Context: an optimization exercise on an open-source flow, tuned for small area. The choices shown serve that exercise and are no tape-out recipe. Only simulation tests tie the RTL to the original design; equivalence was not proved. Power and IR drop assume default switching activity.

## R
==> flow/design.v (excerpt) <==
module lidar_system_top (
    input  wire clk,
    input  wire rst,
    input  wire rx,
    output wire tx,
    output wire [15:0] dbg_max_idx,
    output wire [15:0] dbg_min_idx,
    output wire [15:0] dbg_max_dist,
    output wire [15:0] dbg_min_dist,
    output wire [15:0] dbg_obs_alert,
    output wire [15:0] dbg_max_angle,
    output wire [15:0] dbg_min_angle,
    output wire        dbg_angle_done
);
==> flow/config.mk <==
export PLATFORM = sky130hd
export DESIGN_NAME = lidar_system_top
export DESIGN_NICKNAME = lidar_system_top
export VERILOG_FILES = /design/flow/design.v
export SDC_FILE = /design/flow/constraint.sdc
export NUM_CORES = 4
export LEC_CHECK = 0
export CAP_MARGIN = 20
export CORE_MARGIN = 2
export CORE_UTILIZATION = 40
export PLACE_DENSITY = 0.6
export SLEW_MARGIN = 20
==> flow/constraint.sdc <==
create_clock -name core_clock -period 10.0 [get_ports {clk}]
set_input_delay 2.0000 -clock core_clock [delete_from_list [all_inputs] [get_ports {clk}]]
set_output_delay 2.0000 -clock core_clock [all_outputs]
set_load 0.01 [all_outputs]
standard.sh (not shown) runs the stock make flow with config.mk's settings and CLKGATE_MAP_FILE= SYNTH_SCRIPT=/design/flow/synth_recipe.tcl, a recipe that flattens the netlist after the stock synthesis.
==> flow/flow/run.sh <==
#!/bin/bash
# The standard ORFS flow (standard.sh) with these changes:
#  - synthesis: the standard script, but abc maps the logic for area
#    (flow/area.abc), adders included (no ADDER_MAP_FILE); flip-flops are
#    the standard synthesis's
#  - port buffers use sky130_fd_sc_hd__buf_1
#  - clock tree: clkbuf_4 buffers, small sink clusters, no dummy loads
# Tool logs: orfs/logs/..., make output in finish.log.
set -euo pipefail
F=$PWD/flow
export MY_ABC_SCRIPT=$F/area.abc
export BUFFER_PORTS_ARGS="-buffer_cell sky130_fd_sc_hd__buf_1"
export CTS_ARGS="-sink_clustering_enable -repair_clock_nets -dont_use_dummy_load -buf_list sky130_fd_sc_hd__clkbuf_4 -root_buf sky130_fd_sc_hd__clkbuf_8 -sink_clustering_size 10 -sink_clustering_max_diameter 40"
bash standard.sh finish SYNTH_SCRIPT=$F/my_synth.tcl ADDER_MAP_FILE= > finish.log 2>&1
==> flow/flow/area.abc <==
strash
ifraig
dc2
dch -f
amap -m -F 4 -A 16
==> flow/flow/my_synth.tcl <==
# synth_recipe.tcl (the standard synthesis: synth without fsm and share,
# then flattened and renamed) with one change: abc maps the logic with the
# area-oriented script in MY_ABC_SCRIPT instead of ORFS's speed script.
# Flip-flops are mapped before abc runs, so they are the standard ones.
proc synth {args} { yosys synth -nofsm -noshare {*}$args }
proc abc {args} {
  set i [lsearch -exact $args -script]
  if {$i >= 0 && [info exists ::env(MY_ABC_SCRIPT)]} {
    set args [lreplace $args [expr {$i + 1}] [expr {$i + 1}] $::env(MY_ABC_SCRIPT)]
  }
  yosys abc {*}$args
}
source $::env(SCRIPTS_DIR)/synth.tcl
# left out here: clear keep_hierarchy, flatten, clean up, hide names made inside functions, write 1_2_yosys.v
Modified inputs, P compared to R
-- flow/design.v --
<<< R, line 49
    localparam [3:0] J_IDLE = 4'd0, J_RXBIT = 4'd1, J_COPY = 4'd2, J_ADJ = 4'd3,
                     J_SPAN = 4'd4, J_ADD36 = 4'd5, J_SHIFT = 4'd6, J_CMP = 4'd7,
                     J_SAMP = 4'd8, J_PEND = 4'd9, J_CTLD = 4'd10;
    localparam [3:0] P_H1 = 4'd0, P_H2 = 4'd1, P_CT = 4'd2, P_F0 = 4'd3, P_F1 = 4'd4,
                     P_L0 = 4'd5, P_L1 = 4'd6, P_S0 = 4'd7, P_S1 = 4'd8;
    reg  [3:0] js;
    reg  [3:0] st;
    reg  [7:0] ct;                               
    reg  [7:0] idx;
    reg [15:0] rsh, acc, delta;
>>> P, line 49
    localparam [3:0] J_IDLE = 4'd0, J_RXBIT = 4'd1, J_COPY = 4'd2, J_ADJ = 4'd3,
                     J_SPAN = 4'd4, J_ADD36 = 4'd5, J_SHIFT = 4'd6, J_CMP = 4'd7,
                     J_SAMP = 4'd8, J_PEND = 4'd9;
    localparam [3:0] P_H1 = 4'd0, P_H2 = 4'd1, P_CT = 4'd2, P_F0 = 4'd3, P_F1 = 4'd4,
                     P_L0 = 4'd5, P_L1 = 4'd6, P_S0 = 4'd7, P_S1 = 4'd8;
    reg  [3:0] js;
    reg  [3:0] st;
    reg  [7:0] ct;
    reg  [7:0] idx;
    reg [15:0] rsh, acc, delta;
<<< R, line 69
    wire op_cmp   = (js == J_CMP);
    wire op_samp  = (js == J_SAMP);
    wire op_ctld  = (js == J_CTLD);
    wire [7:0] byte_in = {rsh[0], rsh[15:9]};
    wire [7:0] idx_inc = idx + 8'd1;
    wire [7:0] ct15    = {ct[0], ct[7:1]};
    wire       is_last = (idx_inc == ct15) && (ct15 != 8'd0);
    wire       first   = (idx == 8'd0);
    wire       last    = (st == P_H1);            
    wire       pow2 = (ct15 != 8'd0) && ((ct15 & (ct15 - 8'd1)) == 8'd0);
    wire [2:0] kk   = pow2 ? {|ct15[7:4], ct15[7] | ct15[6] | ct15[3] | ct15[2],
                              ct15[7] | ct15[5] | ct15[3] | ct15[1]}
                           : 3'd0;
    wire       kdone = (idx_inc[2:0] == kk);     
    wire k36b = K36[ph];
    wire k29b = K29[ph];
>>> P, line 69
    wire op_cmp   = (js == J_CMP);
    wire op_samp  = (js == J_SAMP);
    wire [7:0] byte_in = {rsh[0], rsh[15:9]};
    wire [7:0] idx_inc = idx + 8'd1;
    wire       is_last = (idx_inc == ct);
    wire       first   = (idx == 8'd0);
    wire       last    = (st == P_H1);            
    wire       pow2 = (ct != 8'd0) && ((ct & (ct - 8'd1)) == 8'd0);
    wire [2:0] kk   = pow2 ? {|ct[7:4], ct[7] | ct[6] | ct[3] | ct[2], ct[7] | ct[5] | ct[3] | ct[1]}
                           : 3'd0;
    wire       doshift = (idx[2:0] != kk);
    wire k36b = K36[ph];
    wire k29b = K29[ph];
<<< R, line 100
                  acc[15:1]};
        delta <= {(op_samp && last) ? min_angle_in : (op_span || op_add36) ? sum :
                  op_shift ? (p15 ? neg : delta[1]) : delta[0], delta[15:1]};
        ct    <= {(op_ctld && ph[3]) ? rsh[0] : ct[0], ct[7:1]};
        if (op_cmp) begin
            gt <= gt_new | (p15 & first);
>>> P, line 97
                  acc[15:1]};
        delta <= {(op_samp && last) ? min_angle_in : (op_span || op_add36) ? sum :
                  (op_shift && doshift) ? (p15 ? neg : delta[1]) : delta[0], delta[15:1]};
        if (op_cmp) begin
            gt <= gt_new | (p15 & first);
<<< R, line 126
                                P_H2: if (byte_in == 8'hAA) st <= P_CT;
                                      else if (byte_in != 8'h55) st <= P_H1;
                                P_CT: begin st <= P_F0; js <= J_CTLD; end
                                P_F0: st <= P_F1;
                                P_F1: begin st <= P_L0; js <= J_COPY; end
>>> P, line 122
                                P_H2: if (byte_in == 8'hAA) st <= P_CT;
                                      else if (byte_in != 8'h55) st <= P_H1;
                                P_CT: st <= P_F0;
                                P_F0: st <= P_F1;
                                P_F1: begin st <= P_L0; js <= J_COPY; end
<<< R, line 137
                        end
                    end
                    J_SPAN:  js <= !cout ? J_ADD36 : (kk != 3'd0) ? J_SHIFT : sub ? J_ADJ : J_IDLE;
                    J_ADD36: js <= (kk != 3'd0) ? J_SHIFT : sub ? J_ADJ : J_IDLE;
                    J_SHIFT: if (kdone) js <= sub ? J_ADJ : J_IDLE;
                    J_CMP:   js <= J_SAMP;
                    J_SAMP:  begin
>>> P, line 133
                        end
                    end
                    J_SPAN:  js <= cout ? J_SHIFT : J_ADD36;
                    J_ADD36: js <= J_SHIFT;
                    J_SHIFT: if (!doshift) js <= sub ? J_ADJ : J_IDLE;
                    J_CMP:   js <= J_SAMP;
                    J_SAMP:  begin
<<< R, line 151
    end
    always @(posedge clk) begin
        if (p15 && op_copy) sub <= ge_new;
        if (p15 && op_adj)  sub <= 1'b1;
>>> P, line 147
    end
    always @(posedge clk) begin
        if (p15 && js == J_PEND && !rbusy && st == P_CT) ct <= byte_in;
        if (p15 && op_copy) sub <= ge_new;
        if (p15 && op_adj)  sub <= 1'b1;
<<< R, line 156
        if (p15 && op_add36) neg <= ~cout;
        if (p15 && js == J_IDLE && st == P_L1) idx <= 8'd0;
        else if (op_shift && p15) idx <= kdone ? 8'd0 : idx_inc;
        else if (op_samp && (p0 || (last && idx[7:4] == 4'd0))) idx <= idx_inc;
        if (op_samp && idx[7:4] == 4'd0) begin
>>> P, line 153
        if (p15 && op_add36) neg <= ~cout;
        if (p15 && js == J_IDLE && st == P_L1) idx <= 8'd0;
        else if (op_shift && p15) idx <= doshift ? idx_inc : 8'd0;
        else if (op_samp && (p0 || (last && idx[7:4] == 4'd0))) idx <= idx_inc;
        if (op_samp && idx[7:4] == 4'd0) begin
[summary]
Between R and P, the flow reports largest net degree at the start of global routing increasing by a few percent. Max worst slew slack as a fraction of its limit across P and R: P. R → P: part of the total power dissipated in the clock network went down 0.5 points, height of the die neither gained nor lost much, global routing usage on met2 went down, core footprint went up by 0.35%, post-route fraction of the period consumed by the critical path has decreased. Cell count (P vs. R) decreases slightly. Taking R as the reference, in P setup slack picked up an extra 0.058 ns; met3 usage in global routing about even. Looking only at mean number of vias per cell, and setting everything else aside, the lower value of P and R goes to P.

==> afterwards: timing with drivers on the ports <==
No port has a modelled driver above. Below, the same layouts with a new extraction and two added sets of constraints.
Step 1 (the two cells are an assumption about what drives the block):
set clk [get_ports {clk}]
set_driving_cell -lib_cell sky130_fd_sc_hd__clkbuf_16 $clk
set_driving_cell -lib_cell sky130_fd_sc_hd__buf_2 [delete_from_list [all_inputs] $clk]
Step 2 also shifts input and output timing later by t, the mid clock arrival at the registers, as if the neighbouring blocks saw the same clock.
Three values: ideal, step 1, step 2; two values: the first two.
run | t (ns) | setup WS [ns] | worst hold slack (ns) | latest minus earliest clock arrival (ns) | worst data-port slew with drivers (ns)
R | 0.527 | 6.156 / 6.119 / 6.443 | 0.314 / 0.314 / 0.314 | 0.030 / 0.030 | 0.03
P | 0.525 | 6.214 / 6.176 / 6.396 | 0.273 / 0.273 / 0.273 | 0.054 / 0.054 | 0.03
After both steps setup and hold are still met in every run listed.
